This design comes from an exercise in tuning for small area on the open sky130 flow, not from production work. Only simulation tests tie the RTL to the original design; equivalence was not proved. Power and IR drop assume default switching activity.

### config.mk
export PLATFORM = sky130hd
export DESIGN_NAME = top
export DESIGN_NICKNAME = top
export VERILOG_FILES = /design/flow/design.v
export SDC_FILE = /design/flow/constraint.sdc
export NUM_CORES = 4
export LEC_CHECK = 0
export CAP_MARGIN = 20
export CORE_MARGIN = 2
export CORE_UTILIZATION = 40
export SLEW_MARGIN = 20
### constraint.sdc
create_clock -name core_clock -period 25.0 [get_ports {CLK100MHZ}]
set_input_delay 5.0000 -clock core_clock [delete_from_list [all_inputs] [get_ports {CLK100MHZ}]]
set_output_delay 5.0000 -clock core_clock [all_outputs]
set_load 0.01 [all_outputs]
### design.v
`timescale 1ns / 1ps
module top(
    input [1:0]   selectionSW,
    input [7:0]   desired_temp,
    input         CLK100MHZ,
    input         rst,
    input         TMP_SDA_i,
    output        TMP_SDA_o,
    output        TMP_SDA_oe,
    output        TMP_SCL,
    output reg [6:0] SEG,
    output reg [7:0] AN,
    output [15:0] LED,
    output redLED,
    output blueLED
    );
    reg [5:0] ph;        
    reg [3:0] cd;        
    reg [7:0] q;         
    reg [5:0] b60;       
    reg [3:0] a10;       
    reg [2:0] anode_select;
    wire tick   = (ph == 6'd49);
    wire tick10 = tick & (cd == 4'd9);
    wire lastp  = (cd == 4'd9) & (b60 == 6'd59);    
    wire stat   = tick & lastp;
    wire an_adv = tick10 & (((a10 == 4'd3) & (b60 == 6'd19)) |
                            ((a10 == 4'd6) & (b60 == 6'd39)) |
                            ((a10 == 4'd9) & (b60 == 6'd59)));
    always @(posedge CLK100MHZ or posedge rst) begin
        if (rst) begin
            ph <= 6'd0;
            cd <= 4'd0;
            q <= 8'd0;
            b60 <= 6'd0;
            a10 <= 4'd0;
            anode_select <= 3'd0;
        end else begin
            ph <= tick ? 6'd0 : ph + 6'd1;
            if (tick)
                cd <= (cd == 4'd9) ? 4'd0 : cd + 4'd1;
            if (tick10) begin
                q <= (q == 8'd255) ? 8'd200 : q + 8'd1;
                b60 <= (b60 == 6'd59) ? 6'd0 : b60 + 6'd1;
                if (b60 == 6'd59)
                    a10 <= (a10 == 4'd9) ? 4'd0 : a10 + 4'd1;
            end
            if (an_adv)
                anode_select <= anode_select + 3'd1;
        end
    end
    wire h = (cd >= 4'd5);
    assign TMP_SCL = ~q[0];
    assign TMP_SDA_oe = (q < 8'd217) | (q == 8'd235) | (q == 8'd236) | (q >= 8'd253);
    assign TMP_SDA_o = ~(((q == 8'd200) & h) | ((q == 8'd201) & ~h) |
                         ((q == 8'd203) & h) | ((q >= 8'd204) & (q <= 8'd206)) | ((q == 8'd207) & ~h) |
                         ((q == 8'd209) & h) | (q == 8'd210) | ((q == 8'd211) & ~h) |
                         (q == 8'd235) | (q == 8'd236));
    wire samp = tick10 & (((q >= 8'd222) & (q <= 8'd234) & ~q[0]) | (q == 8'd238));
    wire first = (q == 8'd222);
    reg [7:0] v;
    reg [2:0] r;
    reg [7:0] f_data;
    wire [2:0] rr = first ? 3'd0 : r;
    wire [4:0] t = {rr, 1'b0} + (TMP_SDA_i ? 5'd9 : 5'd0);
    reg [1:0] dq;
    reg [2:0] rn;
    always @(*) begin
        if (t >= 5'd15)      begin dq = 2'd3; rn = t - 5'd15; end
        else if (t >= 5'd10) begin dq = 2'd2; rn = t - 5'd10; end
        else if (t >= 5'd5)  begin dq = 2'd1; rn = t - 5'd5;  end
        else                 begin dq = 2'd0; rn = t[2:0];    end
    end
    always @(posedge CLK100MHZ) begin
        if (samp) begin
            v <= {v[6:0], 1'b0} + {6'd0, dq};
            r <= rn;
        end
    end
    always @(posedge CLK100MHZ or posedge rst) begin
        if (rst)
            f_data <= 8'd32;
        else if (tick & (q >= 8'd253))
            f_data <= v + 8'd32;
    end
    reg [7:0] ring [0:10];
    integer k;
    always @(posedge CLK100MHZ) begin
        ring[0] <= stat ? f_data : ring[10];
        for (k = 1; k < 11; k = k + 1)
            ring[k] <= ring[k-1];
    end
    reg [3:0] cnt;       
    reg [7:0] avg_temp, max_temp, min_temp;
    always @(posedge CLK100MHZ or posedge rst) begin
        if (rst) begin
            cnt <= 4'd0;
            avg_temp <= 8'd0;
            max_temp <= 8'd0;
            min_temp <= 8'd255;
        end else if (stat) begin
            if (cnt != 4'd10) cnt <= cnt + 4'd1;
            avg_temp <= acc[7:0];
            max_temp <= mx;
            min_temp <= mn;
        end
    end
    wire scan = lastp & (ph >= 6'd17) & (ph <= 6'd26);
    wire sfirst = (ph == 6'd17);
    wire div = lastp & (ph >= 6'd27) & (ph <= 6'd34);
    reg [3:0] age;
    always @(*) begin
        case (ph[3:0])
            4'd1:  age = 4'd7;    
            4'd2:  age = 4'd3;
            4'd3:  age = 4'd10;
            4'd4:  age = 4'd6;
            4'd5:  age = 4'd2;
            4'd6:  age = 4'd9;
            4'd7:  age = 4'd5;
            4'd8:  age = 4'd1;
            4'd9:  age = 4'd8;
            default: age = 4'd4;  
        endcase
    end
    wire [7:0] x = (age <= cnt) ? ring[10] : 8'd0;
    reg [11:0] acc;
    reg [7:0] mx, mn;
    wire [7:0] mx0 = sfirst ? 8'd1 : mx;
    wire [7:0] mn0 = sfirst ? 8'd255 : mn;
    wire [11:0] acc0 = sfirst ? 12'd0 : acc;
    wire [4:0] dt = {acc[11:8], acc[7]};
    wire dge = (dt >= 5'd10);
    wire [4:0] dr = dge ? dt - 5'd10 : dt;
    always @(posedge CLK100MHZ) begin
        if (scan) begin
            acc <= acc0 + {4'd0, x};
            mx <= (x > mx0) ? x : mx0;
            mn <= (x < mn0) ? x : mn0;
        end else if (div) begin
            acc <= {dr[3:0], acc[6:0], dge};
        end
    end
    reg [7:0] display_reg;
    always @(posedge CLK100MHZ) begin
        case (selectionSW)
            2'b00: display_reg <= desired_temp;
            2'b01: display_reg <= avg_temp;
            2'b10: display_reg <= min_temp;
            2'b11: display_reg <= max_temp;
        endcase
    end
    wire [7:0] val = anode_select[2] ? f_data : display_reg;
    wire [7:0] tens8 = val / 8'd10;
    wire [3:0] ones = val % 8'd10;
    wire [3:0] digit = anode_select[0] ? tens8[3:0] : ones;
    always @(*) begin
        if (!anode_select[1])
            SEG = anode_select[0] ? 7'b001_1100 : 7'b011_1000;
        else case (digit)
            4'd0: SEG = 7'b000_0001;
            4'd1: SEG = 7'b100_1111;
            4'd2: SEG = 7'b001_0010;
            4'd3: SEG = 7'b000_0110;
            4'd4: SEG = 7'b100_1100;
            4'd5: SEG = 7'b010_0100;
            4'd6: SEG = 7'b010_0000;
            4'd7: SEG = 7'b000_1111;
            4'd8: SEG = 7'b000_0000;
            4'd9: SEG = 7'b000_0100;
            default: SEG = 7'b111_1111;
        endcase
    end
    always @(*) begin
        AN = 8'hff;
        AN[anode_select] = 1'b0;
    end
    assign LED = {display_reg, f_data};
    assign redLED = f_data < desired_temp;
    assign blueLED = f_data > desired_temp;
endmodule
### run.sh
#!/bin/bash
# synth_recipe.tcl (not shown) runs the flow's synth.tcl, then flattens the netlist and writes it again
# the make line also repeats each setting of config.mk as NAME=value (left out here)
make -C /OpenROAD-flow-scripts/flow DESIGN_CONFIG=/design/flow/config.mk WORK_HOME=/design/flow/orfs CLKGATE_MAP_FILE= SYNTH_SCRIPT=/design/flow/synth_recipe.tcl finish
==> results.toml, run 1 <==
[logic_synthesis]
syn_area_per_cell_sq_um = 10.77
synth_top_family_by_area = "simple AND/OR/NAND/NOR gates"
synthesis.nets = 981
netlist.area_leader.share_pct = 19.93
synthTopCellsByArea = "dfxtp_1 20%, dfrtp_1 15%, edfxtp_1 12%"
yosys.area_share.simple_pct = 13.00
synth_mux_area_share_pct = 9.772
postSynth.asyncResetShare_pct = 33.17
synth_edf_count = 39
ys_seq_area_share_pct = 49.58
synth-compound-area-share_pct = 11.63
synth_xor_area_share_pct = 3.452
yosysUniqueCellTypes = 79
yosysMostFrequentCell = "dfxtp_1"
synth_seq_cells = 202
synthTopCellsByCount = "96 x dfxtp_1, 92 x nand2_1, 72 x ha_1, 58 x dfrtp_1, 52 x o21ai_0"
synth_top_area_cell = "dfxtp_1"
yosys.area_share.adder_pct = 9.551
synthFlopType = "dfxtp_1"
syn_inst = 895
syn_area_sq_um = 9642
ys_warn_count = 2

[sta]
finalCritPeriodShare_pct = 50.02
finClkSkew_ns = 0.007898
setup_tns_ns = 0
worst_slew_pin_slew_ns = 1.044
finalWorstPathRequiredPeriod_ns = 12.50
post-route-worst-setup-slack_ns = 12.50
drv_slew = 0
slew_headroom_pct = 29.94
finalSetupViolations = 0
grt_setup_unrepaired = "no"
hold_viol_final = 0
max_freq_ghz = 0.07997

[cells_and_area]
top_regs = "ring (88), acc (12)"
drive_gt1_share_pct = 12.85
fillers = 2166
regMostFlops = "ring"
nNetsFinal = 1035
syn2layout_area_growth_pct = 15.82
largest_reg_flops = 88
diodes = 0

[critical_path]
cpPeakStageDelay_ns = 0.51
end_kind = "output port"
setup.worst_path.end = "blueLED"
cp.arrival_ns = 7.50
path_class = "input pin to output port"
ff2ff_path_depth = 22
reg2reg_slack_ns = 19.43
crit_path_max_fanout = 2
path_cells = "clkdlybuf4s50_1 > inv_1 > ha_1 > nor2b_1 > o21ai_0 > nand2b_1 > a21oi_1 > nor2_1 > a211oi_1 > nor2_1 > clkdlybuf4s50_1"
r2r-end = "acc[9]$_DFFE_PP_"
crit_slowest_cell = "clkdlybuf4s50_1"
critPathRequiredTime_ns = 20.00
crit_start = "desired_temp[1]"
worst_setup_path_start_kind = "input pin"
r2r-start = "ph[1]$_DFF_PP0_"

[route]
firstDrtPassIters = 4
wl_per_cell_um = 15.87
drt_wl_total_um = 20370
drc = 0
drtIter0Drc = 344
vias = 6595
antenna_left = 0
routed_via_density = 5.136

[run]
drv_cap = 0

[grt]
antenna_found_initial = 0
grt_pass1_wl_um = 33980
grt_usage_pct = 16.25
grt_max_degree = 68
grt_overflow_total = 0
grt_pass1_vias = 6464

[cts]
clockRootBuffer = "clkbuf_16"
hold_buffers = 0
cts_buffers = 22
clkLatencyLatePin_ns = 0.50
clock-sinks = 202
clockBufferDepth = 3
post_cts_buffers = 0
cts_resized = 0
clk_pin_slew_ns = 0.06
htree_levels = 1
cts_tree = "yes"

[placed_design]
dpl.hpwl_um = 14390
dpl_worst_slack_ns = 12.53
port_buffers = 48
finalWeightedCongestion = 0.8347

[power]
p_leak_nw = 4.832
p_per_area_nw_per_um2 = 60.70
ir_drop_v = 0.00004222

[floorplanning]
chipWidth_um = 159.3
row_count = 56
start_util_pct = 40.95
coreArea_sq_um = 23540
io_pins = 49
dieArea_sq_um = 25360
fp.dieH_um = 159.3

[outcome]
status = "no timing/DRC/antenna violations"

[min_path]
worst_hold_path_type = "register to register"
==> report_power, final <==
| part | internal [mW] | switching [mW] | total, mW |
|---|---|---|---|
| Clock | 0.184 | 0.128 | 0.312 |
| Sequential | 0.333 | 0.000606 | 0.334 |
| Combinational | 0.0135 | 0.0191 | 0.0326 |
| Total | 0.531 | 0.147 | 0.678 |
==> routing by layer <==
layer | GRT usage [%] | vias to the layer above | wire length (um)
li1 | - | 3307 | -
met2 | 25.34 | 132 | 8822
met4 | 3.967 | 0 | 436
met1 | 23.49 | 3126 | 10230
met3 | 2.891 | 30 | 887
met5 | 0 | - | 0
==> per-stage QoR <==
step / util (%) / instance area [sq um] / cells / hold WS (ns) / power [mW]
detailed placement: 44.46 / 10470 / 1244 / 0.3121 / 0.3727
CTS: 47.43 / 11170 / 1284 / 0.3179 / 0.6870
global route: 47.43 / 11170 / 1284 / 0.3300 / 0.7036
finish: 47.43 / 11170 / 1284 / 0.3204 / 0.6778
floorplan: - / 9642 / 895 / 0.3096 / 0.3637
global placement: 44.46 / 10470 / 1244 / 0.3100 / 0.3728
==> cells in the final DEF (no fill, tap or decap), types with 17 or more instances in the layout <==
master and instances:
clkdlybuf4s50_1 48, a21oi_1 36, o21ai_0 52, clkbuf_16 23, dfxtp_1 96, mux2i_1 17
mux2_2 47, dfrtp_1 58, nor3_1 18, nand3_1 23, ha_1 72, edfxtp_1 39
inv_1 47, nand2_1 92, nor2_1 50, xnor2_1 25
==> layout make-up <==
class                           instances  area, sq um  area share, %
Tap cell                              319        399.1          3.574
Multi-Input combinational cell        619         4578          41.00
Clock inverter                         12        85.08         0.7619
Clock buffer                           28        614.3          5.501
Sequential cell                       202         4781          42.81
Inverter                               51        191.4          1.714
Timing Repair Buffer                   53        518.0          4.639
==> worst min-delay path by stage <==
stage / from / to / slack [ns] / cells after the start
2_1_floorplan: ring[9][0]$_DFF_P_ / ring[10][0]$_DFF_P_ / 0.31 / 0
3_3_place_gp: ring[7][6]$_DFF_P_ / ring[8][6]$_DFF_P_ / 0.31 / 0
3_5_place_dp: ring[0][1]$_DFF_P_ / ring[1][1]$_DFF_P_ / 0.31 / 0
4_1_cts: ring[3][6]$_DFF_P_ / ring[4][6]$_DFF_P_ / 0.32 / 0
5_1_grt: ring[8][7]$_DFF_P_ / ring[9][7]$_DFF_P_ / 0.33 / 0
6_report: ring[3][6]$_DFF_P_ / ring[4][6]$_DFF_P_ / 0.32 / 0
==> cells by family (layout without fill, tap and decap cells) <==
family | Yosys count | after routing
AO/OA/AOI/OAI | 171 | 171
adder cells (fa/ha/maj) | 73 | 73
XOR/XNOR | 38 | 38
AND/OR/NAND/NOR | 261 | 261
multiplexers | 76 | 76
buffers and inverters | 74 | 144
flip-flops | 202 | 202
==> worst max-delay path, delay by kind of cell <==
family | cells | cell delay [ns]
AO/OA/AOI/OAI | 3 | 0.69
buffers and inverters | 3 | 1.08
AND/OR/NAND/NOR | 4 | 0.43
adder cells (fa/ha/maj) | 1 | 0.30
==> run 2: changes to the inputs <==
--- a/design.v
+++ b/design.v
@@ -83,51 +83,21 @@
         else if (tick & (q >= 8'd253))
             f_data <= v + 8'd32;
     end
-    reg [7:0] ring [0:10];
+    reg [7:0] ring [0:9];
     integer k;
+    wire clr = (q == 8'd0);
+    wire wr = lastp & ph[5] & ~ph[4] & (ph[3:0] == a10);    
     always @(posedge CLK100MHZ) begin
-        ring[0] <= stat ? f_data : ring[10];
-        for (k = 1; k < 11; k = k + 1)
+        ring[0] <= wr ? f_data : (clr ? 8'd0 : ring[9]);
+        for (k = 1; k < 10; k = k + 1)
             ring[k] <= ring[k-1];
     end
-    reg [3:0] cnt;       
-    reg [7:0] avg_temp, max_temp, min_temp;
-    always @(posedge CLK100MHZ or posedge rst) begin
-        if (rst) begin
-            cnt <= 4'd0;
-            avg_temp <= 8'd0;
-            max_temp <= 8'd0;
-            min_temp <= 8'd255;
-        end else if (stat) begin
-            if (cnt != 4'd10) cnt <= cnt + 4'd1;
-            avg_temp <= acc[7:0];
-            max_temp <= mx;
-            min_temp <= mn;
-        end
-    end
-    wire scan = lastp & (ph >= 6'd17) & (ph <= 6'd26);
-    wire sfirst = (ph == 6'd17);
-    wire div = lastp & (ph >= 6'd27) & (ph <= 6'd34);
-    reg [3:0] age;
-    always @(*) begin
-        case (ph[3:0])
-            4'd1:  age = 4'd7;    
-            4'd2:  age = 4'd3;
-            4'd3:  age = 4'd10;
-            4'd4:  age = 4'd6;
-            4'd5:  age = 4'd2;
-            4'd6:  age = 4'd9;
-            4'd7:  age = 4'd5;
-            4'd8:  age = 4'd1;
-            4'd9:  age = 4'd8;
-            default: age = 4'd4;  
-        endcase
-    end
-    wire [7:0] x = (age <= cnt) ? ring[10] : 8'd0;
+    wire scan = lastp & (ph <= 6'd9);
+    wire sfirst = (ph == 6'd0);
+    wire div = lastp & (ph >= 6'd10) & (ph <= 6'd17);
+    wire [7:0] x = ring[9];
     reg [11:0] acc;
     reg [7:0] mx, mn;
-    wire [7:0] mx0 = sfirst ? 8'd1 : mx;
-    wire [7:0] mn0 = sfirst ? 8'd255 : mn;
     wire [11:0] acc0 = sfirst ? 12'd0 : acc;
     wire [4:0] dt = {acc[11:8], acc[7]};
     wire dge = (dt >= 5'd10);
@@ -135,19 +105,28 @@
     always @(posedge CLK100MHZ) begin
         if (scan) begin
             acc <= acc0 + {4'd0, x};
-            mx <= (x > mx0) ? x : mx0;
-            mn <= (x < mn0) ? x : mn0;
+            if (sfirst | (x > mx)) mx <= x;
+            if (sfirst | (x < mn)) mn <= x;
         end else if (div) begin
             acc <= {dr[3:0], acc[6:0], dge};
         end
     end
+    reg [7:0] avg_temp, max_temp, min_temp;
+    always @(posedge CLK100MHZ) begin
+        if (stat) begin
+            avg_temp <= acc[7:0];
+            max_temp <= {mx[7:1], mx[0] | ~(|mx[7:1])};
+            min_temp <= mn;
+        end
+    end
+    wire svalid = (q >= 8'd60);
     reg [7:0] display_reg;
     always @(posedge CLK100MHZ) begin
         case (selectionSW)
             2'b00: display_reg <= desired_temp;
-            2'b01: display_reg <= avg_temp;
-            2'b10: display_reg <= min_temp;
-            2'b11: display_reg <= max_temp;
+            2'b01: display_reg <= svalid ? avg_temp : 8'd0;
+            2'b10: display_reg <= svalid ? min_temp : 8'd255;
+            2'b11: display_reg <= svalid ? max_temp : 8'd0;
         endcase
     end
     wire [7:0] val = anode_select[2] ? f_data : display_reg;
--- a/config.mk
+++ b/config.mk
@@ -8,4 +8,5 @@
 export CAP_MARGIN = 20
 export CORE_MARGIN = 2
 export CORE_UTILIZATION = 40
+export CTS_BUF_LIST = sky130_fd_sc_hd__clkbuf_8
 export SLEW_MARGIN = 20
==> run 2 against run 1 <==
Routed wire length down 6.4%. Still clean on timing, DRC and antenna. Count of clock-buffer cells in the layout down 10. Cell area down 6.7%. First-iteration DRC count up 7.6%. Hold slack better by 0.0042 ns. Area after synthesis down 4.0%. Highest routed layer unchanged.
==> results.toml, run 2 <==
[critical_path]
reg2reg_slack_ns = 21.08
worst_setup_path_start_kind = "input pin"
critPathBufInv = 3
path_delay_family = "buffers and inverters"
end_kind = "output port"
r2r-end = "acc[11]$_DFFE_PP_"
crit_path_max_fanout = 2
ff2ff_path_depth = 15
cp.arrival_ns = 7.24
path_cells = "clkdlybuf4s50_1 > inv_1 > ha_1 > nor2b_1 > o21ai_0 > nand2b_1 > a21oi_1 > nor2_1 > a211oi_1 > clkdlybuf4s50_1"
crit_slowest_cell = "clkdlybuf4s50_1"
cp.depth = 10
critPathRequiredTime_ns = 20.00
cpMostUsedCell = "clkdlybuf4s50_1"
path_class = "input pin to output port"
r2r-start = "ph[2]$_DFF_PP0_"
cpPeakStageDelay_ns = 0.60

[sta]
finalWorstPathRequiredPeriod_ns = 12.24
finalSetupViolations = 0
slew_headroom_pct = 39.28
worst_slew_pin_slew_ns = 0.9107
max_freq_ghz = 0.08169
grt_setup_unrepaired = "no"
hold_viol_final = 0
finalCritPeriodShare_pct = 48.97
setup_tns_ns = 0
finClkSkew_ns = 0.02390
drv_slew = 0

[route]
vias = 6420
firstDrtPassIters = 4
antenna_left = 0
routed_via_density = 5.284
drtIter0Drc = 370
drc = 0
wl_per_cell_um = 15.69
drt_wl_total_um = 19060

[run]
drv_cap = 0

[cells_and_area]
fillers = 2122
nNetsFinal = 996
layout_commonest_cell = "dfxtp_1"
diodes = 0
fin_area_sq_um = 10420
regMostFlops = "ring"
top_regs = "ring (80), acc (12)"
layout_common_cells = "88 x dfxtp_1, 67 x nand2_1, 65 x ha_1"
syn2layout_area_growth_pct = 12.61
largest_reg_flops = 80
drive_gt1_share_pct = 9.032

[logic_synthesis]
synthesis.nets = 953
yosysMostFrequentCell = "dfxtp_1"
syn_area_sq_um = 9254
synthFlopType = "dfxtp_1"
syn_inst = 874
synth_seq_cells = 190
synth_edf_count = 63
syn_area_per_cell_sq_um = 10.59
postSynth.asyncResetShare_pct = 20.53
yosysUniqueCellTypes = 84
synthTopCellsByCount = "88 x dfxtp_1, 67 x nand2_1, 65 x ha_1, 63 x edfxtp_1, 59 x inv_1"
synthTopCellsByArea = "edfxtp_1 20%, dfxtp_1 19%, dfrtp_1 10%"
ys_warn_count = 2
synth_top_area_cell = "edfxtp_1"
netlist.area_leader.share_pct = 20.44
ys_seq_area_share_pct = 50.04

[grt]
grt_pass1_wl_um = 31220
grt_overflow_total = 0
grt_usage_pct = 16.26
grt_pass1_vias = 6084
antenna_found_initial = 0
grt_max_degree = 40

[cts]
cts_tree = "yes"
clockBufferDepth = 2
clkLatencyLatePin_ns = 0.48
clk_pin_slew_ns = 0.10
cts_resized = 0
post_cts_buffers = 0
clock-sinks = 190
cts_buffers = 17
hold_buffers = 0
htree_levels = 4
clockRootBuffer = "clkbuf_8"

[placed_design]
detailed_place.area_sq_um = 9987
dpl.hpwl_um = 14000
finalWeightedCongestion = 0.8846
port_buffers = 48

[floorplanning]
coreArea_sq_um = 22710
fp.dieH_um = 156.1
start_util_pct = 40.75
io_pins = 49
row_count = 55
dieArea_sq_um = 24370
chipWidth_um = 156.1

[min_path]
min_path_cells = 0
hold-path-endpoint = "ring[9][0]$_DFF_P_"
hp-start = "ring[8][0]$_DFF_P_"
worst_hold_path_type = "register to register"

[outcome]
status = "no timing/DRC/antenna violations"

[power]
p_per_area_nw_per_um2 = 56.61
p_leak_nw = 4.220
ir_drop_v = 0.00002818
total_power_mw = 0.5900
-- run 2: changes by cell type in the layout (fill, tap and decap cells not counted), sizes merged, moves of 13 or more --
cell,change
dfrtp,-20
nand2,-25
o31ai,+13
mux2,-33
edfxtp,+24
inv,+17
-- run 2: cell families (layout without fill, tap and decap cells) --
| kind of cell | after synthesis | after routing | synth area share (%) |
|---|---|---|---|
| simple gates | 262 | 262 | 14.44 |
| buf+inv | 92 | 148 | 4.259 |
| compound gates | 195 | 195 | 14.59 |
| xor+xnor | 40 | 40 | 3.786 |
| mux | 29 | 29 | 3.880 |
| flops | 190 | 190 | 50.04 |
| fa+ha+maj | 66 | 66 | 9.005 |
-- run 2: area by class of cell --
type                            instances  area, sq um  area share, %
Sequential cell                       190         4631          44.44
Multi-Input combinational cell        592         4238          40.67
Timing Repair Buffer                   55        533.0          5.115
Clock inverter                         14        186.4          1.789
Clock buffer                           18        247.7          2.377
Inverter                               61        229.0          2.197
Tap cell                              285        356.6          3.422
-- run 2: where the power goes --
group / internal [mW] / switching (mW)
Combinational: 0.0240 / 0.0352
Sequential: 0.318 / 0.00128
Clock: 0.0893 / 0.122
-- run 2: routing by layer --
layer | vias up | global-route usage, % | wire, um
li1 | 3208 | - | -
met1 | 3084 | 21.59 | 9162
met2 | 106 | 26.74 | 8923
met3 | 22 | 3.139 | 616
met4 | 0 | 5.461 | 361
met5 | - | 0 | 0
-- run 2: worst max path at each step --
stage | start | endpoint
floorplan | desired_temp[1] | blueLED
global placement | desired_temp[1] | redLED
CTS | desired_temp[1] | redLED
finish | desired_temp[1] | redLED
global route | desired_temp[1] | redLED
detailed placement | desired_temp[1] | redLED
-- run 2: metrics by stage --
step           std cells  setup slack [ns]  utilization (%)  hold slack (ns)
6_report            1215             12.76            45.89           0.3246
5_1_grt             1215             12.58            45.89           0.3311
4_1_cts             1215             12.74            45.89           0.3340
3_5_place_dp        1183             12.74            43.98           0.3121
3_3_place_gp        1183             12.77            43.98           0.3103
2_1_floorplan        874             13.65                -           0.3096
==> run 3: changes to the inputs <==
==> flow/run.sh (new file) <==
#!/bin/bash
# Layout flow: the standard ORFS flow (standard.sh), with two changes:
#  - synthesis maps the logic with an area-oriented ABC script (flow/area.abc) and
#    without Yosys's half/full-adder extraction; everything else in the standard
#    synthesis script (synth_recipe.tcl) is unchanged, so the registers are the same;
#  - port buffers use the smallest buffer cell (sky130_fd_sc_hd__buf_1).
# Each tool writes its full log under orfs/logs/; make's output goes to flow_make.log.
set -euo pipefail
W=$(pwd)
F=$W/flow
{
  echo "proc abc {args} { set o {}; set s 0; foreach a \$args { if {\$s} {set s 0; continue}; if {\$a eq \"-script\"} {set s 1; continue}; lappend o \$a }; yosys abc -script $F/area.abc {*}\$o }"
  echo "proc extract_fa {args} { }"
  cat "$W/synth_recipe.tcl"
} > "$W/area_synth.tcl"
sed "s#SYNTH_SCRIPT=[^ ]*#SYNTH_SCRIPT=$W/area_synth.tcl #" "$W/standard.sh" > "$W/area_standard.sh"
bash "$W/area_standard.sh" "BUFFER_PORTS_ARGS=-buffer_cell sky130_fd_sc_hd__buf_1" finish > "$W/flow_make.log" 2>&1
==> flow/area.abc (new file) <==
strash
dch -f
map -a
strash
dch -f
map -a
strash
dch -f
map -a
strash
dch -f
map -a
strash
dch -f
map -a
topo
==> standard.sh (new file) <==
#!/bin/bash
# synth_recipe.tcl (not shown) runs the flow's synth.tcl, then flattens the netlist and writes it again
# the make line also repeats each setting of config.mk as NAME=value (left out here)
make -C /OpenROAD-flow-scripts/flow DESIGN_CONFIG=/design/flow/config.mk WORK_HOME=/design/flow/orfs CLKGATE_MAP_FILE= SYNTH_SCRIPT=/design/flow/synth_recipe.tcl "${@:-finish}"
--- a/config.mk
+++ b/config.mk
@@ -5,8 +5,8 @@
 export SDC_FILE = /design/flow/constraint.sdc
 export NUM_CORES = 4
 export LEC_CHECK = 0
-export CAP_MARGIN = 20
+export CAP_MARGIN = 0
 export CORE_MARGIN = 2
 export CORE_UTILIZATION = 40
 export CTS_BUF_LIST = sky130_fd_sc_hd__clkbuf_8
-export SLEW_MARGIN = 20
+export SLEW_MARGIN = 0
removed: run.sh
==> run 3 against run 2 <==
Flip-flop and latch count did not move. Still clean. Highest routed layer unchanged. Critical path depth fell by 2. Hold slack improved by 0.0028 ns.
==> results.toml, run 3 <==
[grt]
grt_max_degree = 40
grt_pass1_wl_um = 24980
antenna_found_initial = 0
grt_overflow_total = 0
grt_usage_pct = 16.10
grt_pass1_vias = 5071

[logic_synthesis]
ys_warn_count = 2
synth-compound-area-share_pct = 14.12
syn_area_sq_um = 7481
ys_seq_area_share_pct = 61.90
synthFlopType = "dfxtp_1"
synth_edf_count = 63
synth_top_area_cell = "edfxtp_1"
netlist.area_leader.share_pct = 25.29
synth_top_family_by_area = "simple AND/OR/NAND/NOR gates"
synth_mux_area_share_pct = 0
synthTopCellsByArea = "edfxtp_1 25%, dfxtp_1 24%, dfrtp_1 13%"
synth_xor_area_share_pct = 1.873
yosysMostFrequentCell = "nor2_1"
synthesis.nets = 816
postSynth.asyncResetShare_pct = 20.53
syn_inst = 803
synthTopCellsByCount = "138 x nor2_1, 118 x clkinv_1, 99 x nand2_1, 88 x dfxtp_1, 65 x o21ai_0"
yosys.area_share.adder_pct = 0
yosys.area_share.simple_pct = 16.19
syn_area_per_cell_sq_um = 9.316
yosysUniqueCellTypes = 32
synth_seq_cells = 190

[cells_and_area]
fillers = 1753
diodes = 0
nNetsFinal = 887
layout.cells.non_filler = 1121
largest_reg_flops = 80
top_regs = "ring (80), acc (12)"
regMostFlops = "ring"
fin_area_sq_um = 8406
drive_gt1_share_pct = 5.186
utilization_pct = 45.39
syn2layout_area_growth_pct = 12.36
layout_commonest_cell = "nor2_1"
layout_common_cells = "137 x nor2_1, 118 x clkinv_1, 99 x nand2_1"

[power]
total_power_mw = 0.5494
p_leak_nw = 3.171
p_per_area_nw_per_um2 = 65.37
ir_drop_v = 0.00003999

[critical_path]
critPathBufInv = 2
r2r-end = "acc[10]$_DFFE_PP_"
worst_setup_path_start_kind = "input pin"
crit_path_max_fanout = 3
cpPeakStageDelay_ns = 0.34
end_kind = "output port"
r2r-start = "ph[2]$_DFF_PP0_"
path_delay_family = "compound AO/OA/AOI/OAI gates"
crit_slowest_cell = "a221oi_1"
critPathRequiredTime_ns = 20.00
ff2ff_path_depth = 21
reg2reg_slack_ns = 21.19
path_cells = "buf_1 > or2_2 > o211ai_1 > a31oi_1 > o21a_1 > a221oi_1 > a31oi_1 > buf_1"
path_class = "input pin to output port"
cp.arrival_ns = 6.39

[cts]
hold_buffers = 0
htree_levels = 4
clkLatencyLatePin_ns = 0.46
clockBufferDepth = 2
cts_buffers = 17
post_cts_buffers = 0
clk_pin_slew_ns = 0.10
cts_resized = 0
clock-sinks = 190
cts_tree = "yes"
clockRootBuffer = "clkbuf_8"

[floorplanning]
dieArea_sq_um = 19810
io_pins = 49
row_count = 50
coreArea_sq_um = 18520
start_util_pct = 40.40
chipWidth_um = 140.8
fp.dieH_um = 140.8

[route]
drt_wl_total_um = 15050
drtIter0Drc = 265
drc = 0
firstDrtPassIters = 4
vias = 5455
routed_via_density = 4.866
antenna_left = 0
wl_per_cell_um = 13.43

[sta]
post-route-worst-setup-slack_ns = 13.61
holdWs_ns = 0.3275
drv_slew = 0
worst_slew_pin_slew_ns = 1.117
max_freq_ghz = 0.08781
slew_headroom_pct = 25.38
setup_tns_ns = 0
finClkSkew_ns = 0.01783
finalSetupViolations = 0
hold_viol_final = 0
grt_setup_unrepaired = "no"
finalCritPeriodShare_pct = 45.55
finalWorstPathRequiredPeriod_ns = 11.39

[placed_design]
dpl.hpwl_um = 11390
dpl.cell_count = 1089
port_buffers = 48
detailed_place.area_sq_um = 7998
finalWeightedCongestion = 0.8794
dpl_worst_slack_ns = 13.56

[min_path]
hp-start = "ring[2][6]$_DFF_P_"
worst_hold_path_type = "register to register"
hold-path-endpoint = "ring[3][6]$_DFF_P_"
min_path_cells = 0

[outcome]
status = "no timing/DRC/antenna violations"

[run]
drv_cap = 0
## run 3: changes by cell type in the layout (fill, tap and decap cells not counted), sizes merged, moves of 45 or more
| cell | delta |
|---|---|
| buf | +45 |
| inv | -61 |
| clkdlybuf4s50 | -48 |
| nor2 | +84 |
| clkinv | +119 |
| ha | -65 |
## run 3: cell families (layout without fill, tap and decap cells)
group / Yosys count / after routing
AND/OR/NAND/NOR: 298 / 298
XOR/XNOR: 16 / 16
buffers and inverters: 118 / 202
AO/OA/AOI/OAI: 181 / 181
flip-flops: 190 / 190
## run 3: final cells by class
cell class                 instances  area [sq um]  area share (%)
inverter                         118         442.9           5.269
tap                              234         292.8           3.483
clock inverter                    15         173.9           2.069
multi-input combinational        495          2421           28.80
sequential                       190          4631           55.09
clock buffer                      17         234.0           2.784
timing repair buffer              52         210.2           2.501
## run 3: power breakdown
group	internal (mW)	switching, mW
clock	0.0844	0.115
combinational	0.00954	0.0212
sequential	0.318	0.000495
## run 3: how the worst max path moves through the flow
stage	cells after the start	slack, ns	start	end
floorplan	6	13.80	desired_temp[1]	blueLED
global placement	8	13.58	desired_temp[1]	blueLED
detailed placement	8	13.56	desired_temp[1]	blueLED
CTS	8	13.56	desired_temp[1]	blueLED
global route	8	13.46	desired_temp[1]	blueLED
finish	8	13.61	desired_temp[1]	blueLED
## run 3: per-layer routing
layer | global-route usage [%] | part of all wire [%]
met1 | 20.96 | 48
met2 | 26.60 | 47
met3 | 3.838 | 3.9
met4 | 5.368 | 1.1
met5 | 0 | 0
## run 3: worst reg2reg max path, stage by stage (launching register included)
cell and delay (ns):
dfrtp_1 0.46, nor2_1 0.16, nand2_1 0.10, nor3_1 0.19, buf_4 0.22, clkinv_1 0.33
a21oi_1 0.28, nor2_1 0.07, nor2_1 0.14, o21ai_0 0.16, a21oi_1 0.26, nor2_1 0.06
nor2_1 0.16, a21oi_1 0.13, nand2_1 0.08, nand2_1 0.07, a21oi_1 0.22, nor2_1 0.11
nand2_1 0.09, o21ai_0 0.08, a21oi_1 0.14, a21oi_1 0.06
==> run 4: changes to the inputs <==
--- a/config.mk
+++ b/config.mk
@@ -5,8 +5,8 @@
 export SDC_FILE = /design/flow/constraint.sdc
 export NUM_CORES = 4
 export LEC_CHECK = 0
-export CAP_MARGIN = 0
+export CAP_MARGIN = 20
 export CORE_MARGIN = 2
 export CORE_UTILIZATION = 40
 export CTS_BUF_LIST = sky130_fd_sc_hd__clkbuf_8
-export SLEW_MARGIN = 0
+export SLEW_MARGIN = 20
==> run 4 against run 3 <==
Still clean. Total power about the same. Non-clock buffer count unchanged. Critical path depth is the same. Area after synthesis is the same. Worst setup slack barely moved. Hold slack worse by 0.00076 ns. First-iteration DRC count decreased by 4.9%. Die area unchanged. Largest cell class unchanged. Clock skew hardly changed.
==> results.toml, run 4 <==
[logic_synthesis]
synthTopCellsByCount = "138 x nor2_1, 118 x clkinv_1, 99 x nand2_1, 88 x dfxtp_1, 65 x o21ai_0"
yosysUniqueCellTypes = 32
syn_area_per_cell_sq_um = 9.316
postSynth.asyncResetShare_pct = 20.53
yosysMostFrequentCell = "nor2_1"
synth-compound-area-share_pct = 14.12
synthFlopType = "dfxtp_1"
syn_inst = 803
syn_area_sq_um = 7481
synth_edf_count = 63
yosys.area_share.adder_pct = 0
synth_mux_area_share_pct = 0
ys_warn_count = 2
yosys.area_share.simple_pct = 16.19
netlist.area_leader.share_pct = 25.29
synth_seq_cells = 190
ys_seq_area_share_pct = 61.90
synth_xor_area_share_pct = 1.873
synthesis.nets = 816
synthTopCellsByArea = "edfxtp_1 25%, dfxtp_1 24%, dfrtp_1 13%"
synth_top_family_by_area = "simple AND/OR/NAND/NOR gates"
synth_top_area_cell = "edfxtp_1"

[grt]
grt_overflow_total = 0
grt_usage_pct = 16.10
antenna_found_initial = 0
grt_pass1_wl_um = 24980
grt_pass1_vias = 5071
grt_max_degree = 40

[cts]
cts_resized = 0
cts_tree = "yes"
clk_pin_slew_ns = 0.10
clkLatencyLatePin_ns = 0.47
htree_levels = 4
clock-sinks = 190
post_cts_buffers = 0
clockRootBuffer = "clkbuf_8"
clockBufferDepth = 2
hold_buffers = 0
cts_buffers = 17

[critical_path]
worst_setup_path_start_kind = "input pin"
crit_slowest_cell = "a221oi_1"
path_delay_family = "compound AO/OA/AOI/OAI gates"
path_cells = "buf_1 > or2_2 > o211ai_1 > a31oi_1 > o21a_1 > a221oi_1 > a31oi_1 > buf_1"
crit_path_max_fanout = 3
end_kind = "output port"
path_class = "input pin to output port"
cpPeakStageDelay_ns = 0.34
cp.arrival_ns = 6.39
critPathRequiredTime_ns = 20.00
critPathBufInv = 2

[route]
drt_wl_total_um = 15140
dr_wl_met3_um = 597
firstDrtPassIters = 4
routed_via_density = 4.876
wl_met2_um = 7174
routed.top_layer = "met4"
wl_per_cell_um = 13.51
drt-met1-wl_um = 7164
antenna_left = 0
drc = 0
drtIter0Drc = 252
vias = 5466

[power]
p_per_area_nw_per_um2 = 65.37
ir_drop_v = 0.00004098
p_leak_nw = 3.172

[cells_and_area]
largest_reg_flops = 80
layout_common_cells = "137 x nor2_1, 118 x clkinv_1, 99 x nand2_1"
top_regs = "ring (80), acc (12)"
nNetsFinal = 887
syn2layout_area_growth_pct = 12.46
drive_gt1_share_pct = 5.186
diodes = 0
layout_commonest_cell = "nor2_1"
regMostFlops = "ring"

[floorplanning]
chipWidth_um = 140.8
row_count = 50
io_pins = 49
start_util_pct = 40.40
fp.dieH_um = 140.8
coreArea_sq_um = 18520
dieArea_sq_um = 19810

[sta]
setup_tns_ns = 0
hold_viol_final = 0
finalSetupViolations = 0
grt_setup_unrepaired = "no"
finClkSkew_ns = 0.01736
max_freq_ghz = 0.08782
holdWs_ns = 0.3267
drv_slew = 0
finalCritPeriodShare_pct = 45.55
worst_slew_pin_slew_ns = 0.8448
slew_headroom_pct = 43.25
finalWorstPathRequiredPeriod_ns = 11.39

[run]
drv_cap = 0

[placed_design]
finalWeightedCongestion = 0.8794
dpl.hpwl_um = 11390
port_buffers = 48

[outcome]
status = "no timing/DRC/antenna violations"

[min_path]
worst_hold_path_type = "register to register"
==> run 4: cell counts after synthesis <==
No cell type changed its count.
==> run 4: through the flow <==
step / area (sq um) / worst slack, ns / cells / utilization, % / power, mW
after floorplan: 7481 / 13.80 / 803 / - / 0.3490
after global placement: 7998 / 13.58 / 1089 / 43.19 / 0.3562
final: 8413 / 13.61 / 1121 / 45.43 / 0.5499
after CTS: 8406 / 13.56 / 1121 / 45.39 / 0.5566
after detailed placement: 7998 / 13.56 / 1089 / 43.19 / 0.3563
after global routing: 8413 / 13.46 / 1121 / 45.43 / 0.5759
==> run 4: final timing paths <==
check | slack (ns) | cells after the start | to | from
worst min register to register | 0.33 | 0 | ring[3][6]$_DFF_P_ | ring[2][6]$_DFF_P_
worst min-delay path | 0.33 | 0 | ring[3][6]$_DFF_P_ | ring[2][6]$_DFF_P_
worst max-delay path | 13.61 | 8 | blueLED | desired_temp[1]
worst max register to register | 21.16 | 21 | acc[10]$_DFFE_PP_ | ph[2]$_DFF_PP0_
min in group asynchronous | 4.59 | 3 | b60[0]$_DFFE_PP0P_ | rst
max in group asynchronous | 20.02 | 3 | f_data[5]$_DFFE_PP1P_ | rst
==> run 4: kinds of logic (layout without fill, tap and decap cells) <==
group           Yosys count  count (layout)
simple gates            298             298
flops                   190             190
compound gates          181             181
buf+inv                 118             202
xor+xnor                 16              16
==> run 4: worst register-to-register path, cell delays in order (launching register included) <==
cell	delay, ns
dfrtp_1	0.46
nor2_1	0.16
nand2_1	0.13
nor3_1	0.20
buf_4	0.22
clkinv_1	0.32
a21oi_1	0.28
nor2_1	0.07
nor2_1	0.13
o21ai_0	0.17
a21oi_1	0.25
nor2_1	0.06
nor2_1	0.16
a21oi_1	0.13
nand2_1	0.08
nand2_1	0.07
a21oi_1	0.21
nor2_1	0.11
nand2_1	0.09
o21ai_0	0.08
a21oi_1	0.14
a21oi_1	0.07
==> run 4: final cells by class <==
type,count,area [sq um]
clock inverter,15,173.9
tap,234,292.8
inverter,118,442.9
sequential,190,4631
multi-input combinational,495,2429
timing repair buffer,52,210.2
clock buffer,17,234.0
fill,1751,10100
==> run 4: power by group <==
group          leakage, nW  total (mW)  internal (mW)  switching (mW)
Clock                0.211       0.200         0.0844           0.116
Sequential            1.86       0.319          0.318        0.000495
Combinational         1.10      0.0307        0.00954          0.0212
Total                 3.17       0.550          0.412           0.138
==> run 4: layer usage <==
layer  track usage [%]  vias up
li1                  -     2878
met1             20.96     2475
met2             26.60      100
met3             3.838       13
met4             5.368        0
met5                 0        -
==> run 5: changes to the inputs <==
--- a/design.v
+++ b/design.v
@@ -55,7 +55,7 @@
     assign TMP_SDA_o = ~(((q == 8'd200) & h) | ((q == 8'd201) & ~h) |
                          ((q == 8'd203) & h) | ((q >= 8'd204) & (q <= 8'd206)) | ((q == 8'd207) & ~h) |
                          ((q == 8'd209) & h) | (q == 8'd210) | ((q == 8'd211) & ~h) |
-                         (q == 8'd235) | (q == 8'd236));
+                         ((q >= 8'd217) & (q <= 8'd252)));
     wire samp = tick10 & (((q >= 8'd222) & (q <= 8'd234) & ~q[0]) | (q == 8'd238));
     wire first = (q == 8'd222);
     reg [7:0] v;
@@ -86,15 +86,14 @@
     reg [7:0] ring [0:9];
     integer k;
     wire clr = (q == 8'd0);
-    wire wr = lastp & ph[5] & ~ph[4] & (ph[3:0] == a10);    
+    wire wr = (cd == 4'd0) & (b60 == 6'd0) & ph[5] & ~ph[4] & (ph[3:0] == a10);    
     always @(posedge CLK100MHZ) begin
-        ring[0] <= wr ? f_data : (clr ? 8'd0 : ring[9]);
+        ring[0] <= clr ? 8'd0 : (wr ? f_data : ring[9]);
         for (k = 1; k < 10; k = k + 1)
             ring[k] <= ring[k-1];
     end
-    wire scan = lastp & (ph <= 6'd9);
-    wire sfirst = (ph == 6'd0);
-    wire div = lastp & (ph >= 6'd10) & (ph <= 6'd17);
+    wire scan = lastp & (ph >= 6'd31) & (ph <= 6'd40);
+    wire sfirst = (ph == 6'd31);
     wire [7:0] x = ring[9];
     reg [11:0] acc;
     reg [7:0] mx, mn;
@@ -103,13 +102,12 @@
     wire dge = (dt >= 5'd10);
     wire [4:0] dr = dge ? dt - 5'd10 : dt;
     always @(posedge CLK100MHZ) begin
-        if (scan) begin
+        if (scan)
             acc <= acc0 + {4'd0, x};
-            if (sfirst | (x > mx)) mx <= x;
-            if (sfirst | (x < mn)) mn <= x;
-        end else if (div) begin
+        else
             acc <= {dr[3:0], acc[6:0], dge};
-        end
+        if (scan & (sfirst | (x > mx))) mx <= x;
+        if (scan & (sfirst | (x < mn))) mn <= x;
     end
     reg [7:0] avg_temp, max_temp, min_temp;
     always @(posedge CLK100MHZ) begin
--- a/flow/run.sh
+++ b/flow/run.sh
@@ -3,7 +3,8 @@
 #  - synthesis maps the logic with an area-oriented ABC script (flow/area.abc) and
 #    without Yosys's half/full-adder extraction; everything else in the standard
 #    synthesis script (synth_recipe.tcl) is unchanged, so the registers are the same;
-#  - port buffers use the smallest buffer cell (sky130_fd_sc_hd__buf_1).
+#  - port buffers use the smallest buffer cell (sky130_fd_sc_hd__buf_1);
+#  - clock tree synthesis uses clkbuf_8 buffers and inserts no dummy loads.
 # Each tool writes its full log under orfs/logs/; make's output goes to flow_make.log.
 set -euo pipefail
 W=$(pwd)
@@ -14,4 +15,7 @@
   cat "$W/synth_recipe.tcl"
 } > "$W/area_synth.tcl"
 sed "s#SYNTH_SCRIPT=[^ ]*#SYNTH_SCRIPT=$W/area_synth.tcl #" "$W/standard.sh" > "$W/area_standard.sh"
-bash "$W/area_standard.sh" "BUFFER_PORTS_ARGS=-buffer_cell sky130_fd_sc_hd__buf_1" finish > "$W/flow_make.log" 2>&1
+bash "$W/area_standard.sh" \
+  "BUFFER_PORTS_ARGS=-buffer_cell sky130_fd_sc_hd__buf_1" \
+  "CTS_ARGS=-sink_clustering_enable -repair_clock_nets -buf_list sky130_fd_sc_hd__clkbuf_16 -sink_clustering_size 40 -dont_use_dummy_load" \
+  finish > "$W/flow_make.log" 2>&1
--- a/config.mk
+++ b/config.mk
@@ -8,5 +8,4 @@
 export CAP_MARGIN = 20
 export CORE_MARGIN = 2
 export CORE_UTILIZATION = 40
-export CTS_BUF_LIST = sky130_fd_sc_hd__clkbuf_8
 export SLEW_MARGIN = 20
==> run 5 against run 4 <==
Still clean. Fmax up 2.4%. Sequential power about the same. Die area fell by 1.5%. Worst setup slack improved by 0.27 ns. Clock power rose by 8%. Routed wire length up 4.3%. Via count rose by 2.3%. Utilization up 0.62 points. Critical path type unchanged. Highest routed layer unchanged.
==> results.toml, run 5 <==
[sta]
drv_slew = 0
finalSetupViolations = 0
hold_viol_final = 0
setup_tns_ns = 0
grt_setup_unrepaired = "no"
finalWorstPathRequiredPeriod_ns = 11.12
worst_slew_pin_slew_ns = 1.056
max_freq_ghz = 0.08994
holdWs_ns = 0.3108
slew_headroom_pct = 29.37
finClkSkew_ns = 0.03302
finalCritPeriodShare_pct = 44.47

[critical_path]
ff2ff_path_depth = 29
end_kind = "output port"
path_delay_family = "compound AO/OA/AOI/OAI gates"
critPathBufInv = 4
r2r-start = "ph[0]$_DFF_PP0_"
worst_setup_path_start_kind = "input pin"
cpPeakStageDelay_ns = 0.22
r2r-end = "acc[11]$_DFF_P_"
crit_path_max_fanout = 3
crit_slowest_cell = "a21oi_1"
path_cells = "buf_1 > o22ai_1 > a21oi_1 > nand2_1 > clkinv_1 > nand4_1 > clkinv_1 > a21oi_1 > nor2_1 > buf_1"
cp.arrival_ns = 6.12
critPathRequiredTime_ns = 20.00
reg2reg_slack_ns = 20.31
path_class = "input pin to output port"

[route]
antenna_left = 0
firstDrtPassIters = 4
wl_per_cell_um = 14.23
drc = 0
drtIter0Drc = 286
vias = 5590
routed_via_density = 5.036
drt_wl_total_um = 15800

[placed_design]
dpl.cell_count = 1093
dpl.hpwl_um = 11800
port_buffers = 48
finalWeightedCongestion = 0.8540
detailed_place.area_sq_um = 7876

[floorplanning]
dieArea_sq_um = 19510
coreArea_sq_um = 18020
fp.dieH_um = 139.7
row_count = 49
chipWidth_um = 139.7
start_util_pct = 40.84
io_pins = 49

[cts]
clkLatencyLatePin_ns = 0.44
post_cts_buffers = 0
clockBufferDepth = 2
htree_levels = 4
cts_resized = 0
cts_buffers = 17
hold_buffers = 0
clk_pin_slew_ns = 0.07
clock-sinks = 190
cts_tree = "yes"
clockRootBuffer = "clkbuf_16"

[cells_and_area]
syn2layout_area_growth_pct = 12.76
diodes = 0
nNetsFinal = 896
fillers = 1740
layout.cells.non_filler = 1110
drive_gt1_share_pct = 3.632
top_regs = "ring (80), acc (12)"
regMostFlops = "ring"
layout_common_cells = "127 x nor2_1, 119 x clkinv_1, 110 x nand2_1"
fin_area_sq_um = 8302
largest_reg_flops = 80
layout_commonest_cell = "nor2_1"
utilization_pct = 46.06

[logic_synthesis]
synth_top_area_cell = "dfxtp_1"
synthFlopType = "dfxtp_1"
ys_warn_count = 2
synthTopCellsByCount = "128 x nor2_1, 119 x clkinv_1, 110 x nand2_1, 100 x dfxtp_1, 73 x o21ai_0"
syn_area_sq_um = 7362
syn_inst = 810
yosysUniqueCellTypes = 33
netlist.area_leader.share_pct = 27.19
postSynth.asyncResetShare_pct = 20.53
synth_edf_count = 51
synthTopCellsByArea = "dfxtp_1 27%, edfxtp_1 21%, dfrtp_1 13%"
synth_seq_cells = 190
synthesis.nets = 823
syn_area_per_cell_sq_um = 9.089
yosysMostFrequentCell = "nor2_1"
ys_seq_area_share_pct = 61.27

[grt]
grt_overflow_total = 0
antenna_found_initial = 0
grt_usage_pct = 16.92
grt_max_degree = 40
grt_pass1_wl_um = 26230
grt_pass1_vias = 5201

[min_path]
hp-start = "ring[8][2]$_DFF_P_"
hold-path-endpoint = "ring[9][2]$_DFF_P_"
min_path_cells = 0
worst_hold_path_type = "register to register"

[power]
ir_drop_v = 0.00004969
p_per_area_nw_per_um2 = 68.59
p_leak_nw = 3.117

[outcome]
status = "no timing/DRC/antenna violations"

[run]
drv_cap = 0
## run 5: worst reg2reg max path, delay by kind of cell, from the launching register on
family	cells	cell delay (ns)
simple gates	18	2.60
buf+inv	7	0.89
compound gates	4	0.69
flops	1	0.39
## run 5: stage by stage
step | total power [mW] | setup WS [ns]
after global routing | 0.5934 | 13.76
after CTS | 0.5751 | 13.89
after detailed placement | 0.3583 | 13.89
after global placement | 0.3580 | 13.89
final | 0.5694 | 13.88
after floorplan | 0.3500 | 14.13
## run 5: area by class of cell
class | count | area (sq um) | share of cell area, %
clock buffers | 17 | 425.4 | 5.124
inverters | 119 | 446.7 | 5.381
multi-input cells | 501 | 2407 | 29.00
flip-flops and latches | 190 | 4511 | 54.33
well taps | 229 | 286.5 | 3.451
repair buffers | 54 | 225.2 | 2.713
## run 5: how the worst max path moves through the flow
| stage | cells past startpoint | from | to |
|---|---|---|---|
| floorplan | 8 | desired_temp[6] | blueLED |
| global placement | 10 | desired_temp[6] | blueLED |
| detailed placement | 10 | desired_temp[6] | blueLED |
| CTS | 10 | desired_temp[6] | blueLED |
| global route | 10 | desired_temp[6] | blueLED |
| finish | 10 | desired_temp[6] | blueLED |
## run 5: logic make-up (layout without fill, tap and decap cells)
family	Yosys count	after routing	share of synthesized area, %
simple gates	306	306	17.06
flops	190	190	61.27
compound gates	182	182	14.06
buf+inv	119	190	6.067
xor+xnor	13	13	1.547
## run 5: where the power goes
part           internal (mW)  switching, mW  leakage, nW
combinational         0.0110         0.0244         1.04
clock                  0.118         0.0988        0.209
sequential             0.316       0.000778         1.87
## run 5: per-layer routing
| metal | routed length (um) | share of wire [%] | track usage [%] |
|---|---|---|---|
| met1 | 7669 | 49 | 22.99 |
| met4 | 371 | 2.3 | 7.105 |
| met3 | 697 | 4.4 | 3.751 |
| met5 | 0 | 0 | 0 |
| met2 | 7060 | 45 | 26.26 |
==> run 6: changes to the inputs <==
--- a/flow/run.sh
+++ b/flow/run.sh
@@ -17,5 +17,5 @@
 sed "s#SYNTH_SCRIPT=[^ ]*#SYNTH_SCRIPT=$W/area_synth.tcl #" "$W/standard.sh" > "$W/area_standard.sh"
 bash "$W/area_standard.sh" \
   "BUFFER_PORTS_ARGS=-buffer_cell sky130_fd_sc_hd__buf_1" \
-  "CTS_ARGS=-sink_clustering_enable -repair_clock_nets -buf_list sky130_fd_sc_hd__clkbuf_16 -sink_clustering_size 40 -dont_use_dummy_load" \
+  "CTS_ARGS=-sink_clustering_enable -repair_clock_nets -buf_list sky130_fd_sc_hd__clkbuf_8 -dont_use_dummy_load" \
   finish > "$W/flow_make.log" 2>&1
==> run 6 against run 5 <==
Global-route usage shrank 0.10 points. Count of clock-buffer cells in the layout is the same. Via count down 0.75%. Routed wire length decreased by 0.25%. Largest cell class unchanged.
==> results.toml, run 6 <==
[critical_path]
path_class = "input pin to output port"
reg2reg_slack_ns = 20.36
cpPeakStageDelay_ns = 0.21
critPathBufInv = 4
path_delay_family = "compound AO/OA/AOI/OAI gates"
worst_setup_path_start_kind = "input pin"
crit_path_max_fanout = 3
critPathRequiredTime_ns = 20.00
crit_slowest_cell = "a21oi_1"
path_cells = "buf_1 > o22ai_1 > a21oi_1 > nand2_1 > clkinv_1 > nand4_1 > clkinv_1 > a21oi_1 > nor2_1 > buf_1"
end_kind = "output port"
cp.arrival_ns = 6.11

[cells_and_area]
nNetsFinal = 896
layout_common_cells = "127 x nor2_1, 119 x clkinv_1, 110 x nand2_1"
largest_reg_flops = 80
regMostFlops = "ring"
drive_gt1_share_pct = 3.632
diodes = 0
syn2layout_area_growth_pct = 10.16
layout_commonest_cell = "nor2_1"
top_regs = "ring (80), acc (12)"

[sta]
finClkSkew_ns = 0.05095
grt_setup_unrepaired = "no"
finalWorstPathRequiredPeriod_ns = 11.11
finalSetupViolations = 0
drv_slew = 0
setup_tns_ns = 0
holdWs_ns = 0.3062
slew_headroom_pct = 29.90
worst_slew_pin_slew_ns = 1.048
finalCritPeriodShare_pct = 44.44
max_freq_ghz = 0.09000
hold_viol_final = 0

[floorplanning]
fp.dieH_um = 139.7
chipWidth_um = 139.7
dieArea_sq_um = 19510
start_util_pct = 40.84
row_count = 49
io_pins = 49
coreArea_sq_um = 18020

[logic_synthesis]
yosysMostFrequentCell = "nor2_1"
synthesis.nets = 823
synth_top_area_cell = "dfxtp_1"
yosysUniqueCellTypes = 33
synthTopCellsByCount = "128 x nor2_1, 119 x clkinv_1, 110 x nand2_1, 100 x dfxtp_1, 73 x o21ai_0"
synth_seq_cells = 190
ys_warn_count = 2
postSynth.asyncResetShare_pct = 20.53
syn_area_sq_um = 7362
syn_inst = 810
netlist.area_leader.share_pct = 27.19
synth_edf_count = 51
synthTopCellsByArea = "dfxtp_1 27%, edfxtp_1 21%, dfrtp_1 13%"
synthFlopType = "dfxtp_1"
syn_area_per_cell_sq_um = 9.089
ys_seq_area_share_pct = 61.27

[power]
p_leak_nw = 3.030
p_per_area_nw_per_um2 = 62.17
ir_drop_v = 0.00003561
total_power_mw = 0.5042

[cts]
cts_resized = 0
post_cts_buffers = 0
clock-sinks = 190
hold_buffers = 0
clkLatencyLatePin_ns = 0.47
clockBufferDepth = 2
clockRootBuffer = "clkbuf_8"
htree_levels = 4
cts_tree = "yes"
cts_buffers = 17
clk_pin_slew_ns = 0.09

[grt]
use_met2_pct = 26.03
grt_usage_pct = 16.82
top_usage_layer = "met2"
grt_overflow_total = 0
grt_pass1_vias = 5191
grt_max_degree = 40
antenna_found_initial = 0
met3_usage_pct = 3.889
gr-usage-met1_pct = 22.77
grt_pass1_wl_um = 26130

[route]
drt_wl_total_um = 15760
antenna_left = 0
vias = 5548
drc = 0
wl_per_cell_um = 14.20
firstDrtPassIters = 4
drtIter0Drc = 227
routed_via_density = 4.998

[placed_design]
finalWeightedCongestion = 0.8540
dpl.hpwl_um = 11800
port_buffers = 48

[outcome]
status = "no timing/DRC/antenna violations"

[run]
drv_cap = 0

[min_path]
worst_hold_path_type = "register to register"
run 6: cell families after synthesis:
group	synth area share [%]
AOI/OAI and AO/OA	14.06
xor gates and xnor gates	1.547
buffers and inverters	6.067
DFF	61.27
and+or+nand+nor	17.06
run 6: layout make-up:
cell class	instances	area, sq um
fillers	1772	9915
flip-flops and latches	190	4511
multi-input cells	501	2407
inverters	119	446.7
well taps	229	286.5
clock buffers	17	234.0
repair buffers	54	225.2
run 6: power by group:
part           internal [mW]  switching, mW
sequential             0.316       0.000810
clock                 0.0603         0.0918
combinational         0.0110         0.0244
total                  0.387          0.117
run 6: final timing paths:
check / from / end / cells past startpoint
max in group asynchronous: rst / q[6]$_DFFE_PP0P_ / 3
hold / removal: ring[8][2]$_DFF_P_ / ring[9][2]$_DFF_P_ / 0
setup / recovery: desired_temp[6] / blueLED / 10
min in group asynchronous: rst / f_data[6]$_DFFE_PP0P_ / 3
setup reg to reg: ph[0]$_DFF_PP0_ / acc[11]$_DFF_P_ / 29
hold reg to reg: ring[8][2]$_DFF_P_ / ring[9][2]$_DFF_P_ / 0
run 6: per-layer routing:
metal  wire [um]  share of wire, %
met1        7760                49
met2        6937                44
met3         652               4.1
met4         409               2.6
met5           0                 0
run 6: worst reg2reg max path: cells and delay by family (launching register included):
kind / cells / cell delay, ns
flops: 1 / 0.40
buf+inv: 7 / 0.88
simple gates: 18 / 2.57
compound gates: 4 / 0.69
run 6: stage by stage:
stage | setup slack [ns] | util, % | std cells | instance area, sq um
after floorplan | 14.13 | - | 810 | 7362
after global placement | 13.89 | 43.70 | 1093 | 7876
after detailed placement | 13.89 | 43.70 | 1093 | 7876
after CTS | 13.89 | 45.00 | 1110 | 8110
after global routing | 13.76 | 45.00 | 1110 | 8110
final | 13.89 | 45.00 | 1110 | 8110
==> run 7: changes to the inputs <==
--- a/flow/run.sh
+++ b/flow/run.sh
@@ -1,5 +1,5 @@
 #!/bin/bash
-# Layout flow: the standard ORFS flow (standard.sh), with two changes:
+# Layout flow: the standard ORFS flow (standard.sh), with these changes:
 #  - synthesis maps the logic with an area-oriented ABC script (flow/area.abc) and
 #    without Yosys's half/full-adder extraction; everything else in the standard
 #    synthesis script (synth_recipe.tcl) is unchanged, so the registers are the same;
==> flow/area.abc (replaced) <==
strash
dch -f
map -a
strash
&get -n
&deepsyn -T 60
&put
strash
dch -f
map -a
strash
dch -f
map -a
strash
dch -f
map -a
topo
==> run 7 against run 6 <==
Still clean. Critical path depth down 2. Hold slack improved by 0.018 ns. Clock power is 3% lower. Flip-flop and latch count unchanged. Sequential share of layout area is 0.66 points higher. Critical endpoint unchanged. Largest cell class unchanged.
==> results.toml, run 7 <==
[outcome]
status = "no timing/DRC/antenna violations"

[critical_path]
setup.worst_path.end = "blueLED"
path_cells = "buf_1 > clkinv_1 > a21oi_1 > o221ai_1 > nor3_1 > a32oi_1 > a31oi_1 > buf_1"
cpMostUsedCell = "buf_1"
reg2reg_slack_ns = 20.45
r2r-start = "ph[4]$_DFF_PP0_"
cpPeakStageDelay_ns = 0.30
ff2ff_path_depth = 20
worst_setup_path_start_kind = "input pin"
path_class = "input pin to output port"
critPathRequiredTime_ns = 20.00
r2r-end = "anode_select[2]$_DFFE_PP0P_"
cp.arrival_ns = 6.50
end_kind = "output port"
crit_path_max_fanout = 2
crit_start = "desired_temp[6]"
crit_slowest_cell = "nor3_1"

[cts]
cts_tree = "yes"
clk_pin_slew_ns = 0.07
post_cts_buffers = 0
hold_buffers = 0
clockBufferDepth = 2
clockRootBuffer = "clkbuf_8"
clkLatencyLatePin_ns = 0.47
cts_resized = 0
clock-sinks = 190
cts_buffers = 17
htree_levels = 4

[sta]
hold_viol_final = 0
finalSetupViolations = 0
grt_setup_unrepaired = "no"
drv_slew = 0
post-route-worst-setup-slack_ns = 13.50
finalWorstPathRequiredPeriod_ns = 11.50
finalCritPeriodShare_pct = 46.01
max_freq_ghz = 0.08693
slew_headroom_pct = 41.77
holdWs_ns = 0.3244
finClkSkew_ns = 0.04360
worst_slew_pin_slew_ns = 0.8667
setup_tns_ns = 0

[logic_synthesis]
syn_inst = 777
synthTopCellsByArea = "dfxtp_1 28%, edfxtp_1 21%, dfrtp_1 13%"
synth_edf_count = 51
synthesis.nets = 790
netlist.area_leader.share_pct = 27.61
yosysUniqueCellTypes = 37
synthTopCellsByCount = "123 x nor2_1, 116 x nand2_1, 109 x clkinv_1, 100 x dfxtp_1, 54 x o21ai_0"
synth_seq_cells = 190
syn_area_sq_um = 7252
synthFlopType = "dfxtp_1"
synth_top_area_cell = "dfxtp_1"
ys_seq_area_share_pct = 62.20
syn_area_per_cell_sq_um = 9.333
postSynth.asyncResetShare_pct = 20.53
ys_warn_count = 2
yosysMostFrequentCell = "nor2_1"

[placed_design]
detailed_place.area_sq_um = 7781
dpl.hpwl_um = 10970
port_buffers = 48
dpl_worst_slack_ns = 13.51
finalWeightedCongestion = 0.8784
dpl.cell_count = 1060

[grt]
grt_usage_pct = 15.87
grt_overflow_total = 0
grt_max_degree = 40
antenna_found_initial = 0
grt_pass1_wl_um = 24070
grt_pass1_vias = 4936

[power]
total_power_mw = 0.4876
p_leak_nw = 3.049
combinationalPowerShare_pct = 4.8
power_frac_clock_pct = 30.4
p_per_area_nw_per_um2 = 60.83
p_int_mw = 0.3835
ir_drop_v = 0.00003009
switchingPower_mw = 0.1040
swShare_pct = 21.34
power_frac_seq_pct = 64.9

[route]
drtIter0Drc = 353
drt_wl_total_um = 14470
drc = 0
firstDrtPassIters = 5
vias = 5310
antenna_left = 0
routed_via_density = 4.930
wl_per_cell_um = 13.44

[cells_and_area]
nNetsFinal = 863
layout_commonest_cell = "nor2_1"
largest_reg_flops = 80
syn2layout_area_growth_pct = 10.52
layout.cells.non_filler = 1077
fin_area_sq_um = 8015
drive_gt1_share_pct = 4.245
utilization_pct = 44.77
top_regs = "ring (80), acc (12)"
diodes = 0
regMostFlops = "ring"
layout_common_cells = "123 x nor2_1, 116 x nand2_1, 109 x clkinv_1"

[floorplanning]
fp.dieH_um = 138.6
chipWidth_um = 138.6
dieArea_sq_um = 19220
coreArea_sq_um = 17900
start_util_pct = 40.51
row_count = 49
io_pins = 49

[run]
drv_cap = 0

[min_path]
worst_hold_path_type = "register to register"
[run 7: kinds of logic after synthesis]
| group | share of synthesized area (%) |
|---|---|
| and+or+nand+nor | 16.89 |
| buffers and inverters | 5.642 |
| AOI/OAI and AO/OA | 13.34 |
| DFF | 62.20 |
| xor gates and xnor gates | 1.932 |
[run 7: layout make-up]
type | instances | area (sq um)
flip-flops and latches | 190 | 4511
inverters | 109 | 409.1
well taps | 229 | 286.5
clock buffers | 17 | 234.0
multi-input cells | 478 | 2350
repair buffers | 54 | 225.2
fillers | 1762 | 9887
[run 7: worst min path at each step]
stage | startpoint | to | cells past startpoint
2_1_floorplan | ring[0][0]$_SDFF_PN0_ | ring[1][0]$_DFF_P_ | 0
3_3_place_gp | ring[6][6]$_DFF_P_ | ring[7][6]$_DFF_P_ | 0
3_5_place_dp | ring[4][1]$_DFF_P_ | ring[5][1]$_DFF_P_ | 0
4_1_cts | ring[2][0]$_DFF_P_ | ring[3][0]$_DFF_P_ | 0
5_1_grt | ring[8][1]$_DFF_P_ | ring[9][1]$_DFF_P_ | 0
6_report | ring[2][0]$_DFF_P_ | ring[3][0]$_DFF_P_ | 0
[run 7: worst max-delay path: cells and delay by family]
| kind | cells | cell delay (ns) |
|---|---|---|
| AO/OA/AOI/OAI | 4 | 0.81 |
| buffers and inverters | 3 | 0.39 |
| AND/OR/NAND/NOR | 1 | 0.30 |
[run 7: per-layer routing]
metal,track usage [%],up-vias,part of all wire [%]
met3,3.453,25,3.2
met5,0,-,0
met4,6.699,0,2.4
li1,-,2760,-
met2,24.99,105,45
met1,21.38,2420,50
[run 7: power groups by stage]
stage / registers (mW) / clock network, mW / logic (mW)
2_1_floorplan: 0.323 / 0 / 0.0169
3_3_place_gp: 0.323 / 0 / 0.0230
3_5_place_dp: 0.323 / 0 / 0.0232
4_1_cts: 0.316 / 0.155 / 0.0233
5_1_grt: 0.316 / 0.166 / 0.0267
6_report: 0.316 / 0.148 / 0.0232

[re-timing with driven ports]
In the flow no input, the clock included, has a driving cell. The finished layouts below were timed again as built, in two steps. Step 1 (the two cells are an assumption about what drives the block):
set clk [get_ports {CLK100MHZ}]
set_driving_cell -lib_cell sky130_fd_sc_hd__clkbuf_16 $clk
set_driving_cell -lib_cell sky130_fd_sc_hd__buf_2 [delete_from_list [all_inputs] $clk]
Step 2 also shifts input and output timing later by t, the mid clock arrival at the registers, as if the neighbouring blocks saw the same clock. Slacks: no drivers / after step 1 / after step 2; pairs: no drivers / after step 1.
run | t, ns | slack for setup (ns) | hold WS [ns] | worst setup path at the end | clock arrival spread, ns
run 1 | 0.538 | 12.495 / 12.450 / 12.450 | 0.320 / 0.320 / 0.320 | input to output | 0.010 / 0.011
run 2 | 0.503 | 12.758 / 12.726 / 12.726 | 0.325 / 0.325 / 0.325 | input to output | 0.024 / 0.024
run 3 | 0.492 | 13.612 / 13.592 / 13.592 | 0.327 / 0.327 / 0.327 | input to output | 0.018 / 0.018
run 4 | 0.502 | 13.613 / 13.592 / 13.592 | 0.327 / 0.327 / 0.327 | input to output | 0.018 / 0.019
run 5 | 0.464 | 13.881 / 13.860 / 13.860 | 0.311 / 0.311 / 0.311 | input to output | 0.037 / 0.037
run 6 | 0.487 | 13.889 / 13.868 / 13.868 | 0.306 / 0.306 / 0.306 | input to output | 0.055 / 0.055
run 7 | 0.487 | 13.496 / 13.475 / 13.475 | 0.324 / 0.324 / 0.324 | input to output | 0.046 / 0.046
After both steps setup and hold are still met in every run listed. The setup slack of run 1, which loses most, moves by -0.045 ns with the drivers and by -0.045 ns with both steps.
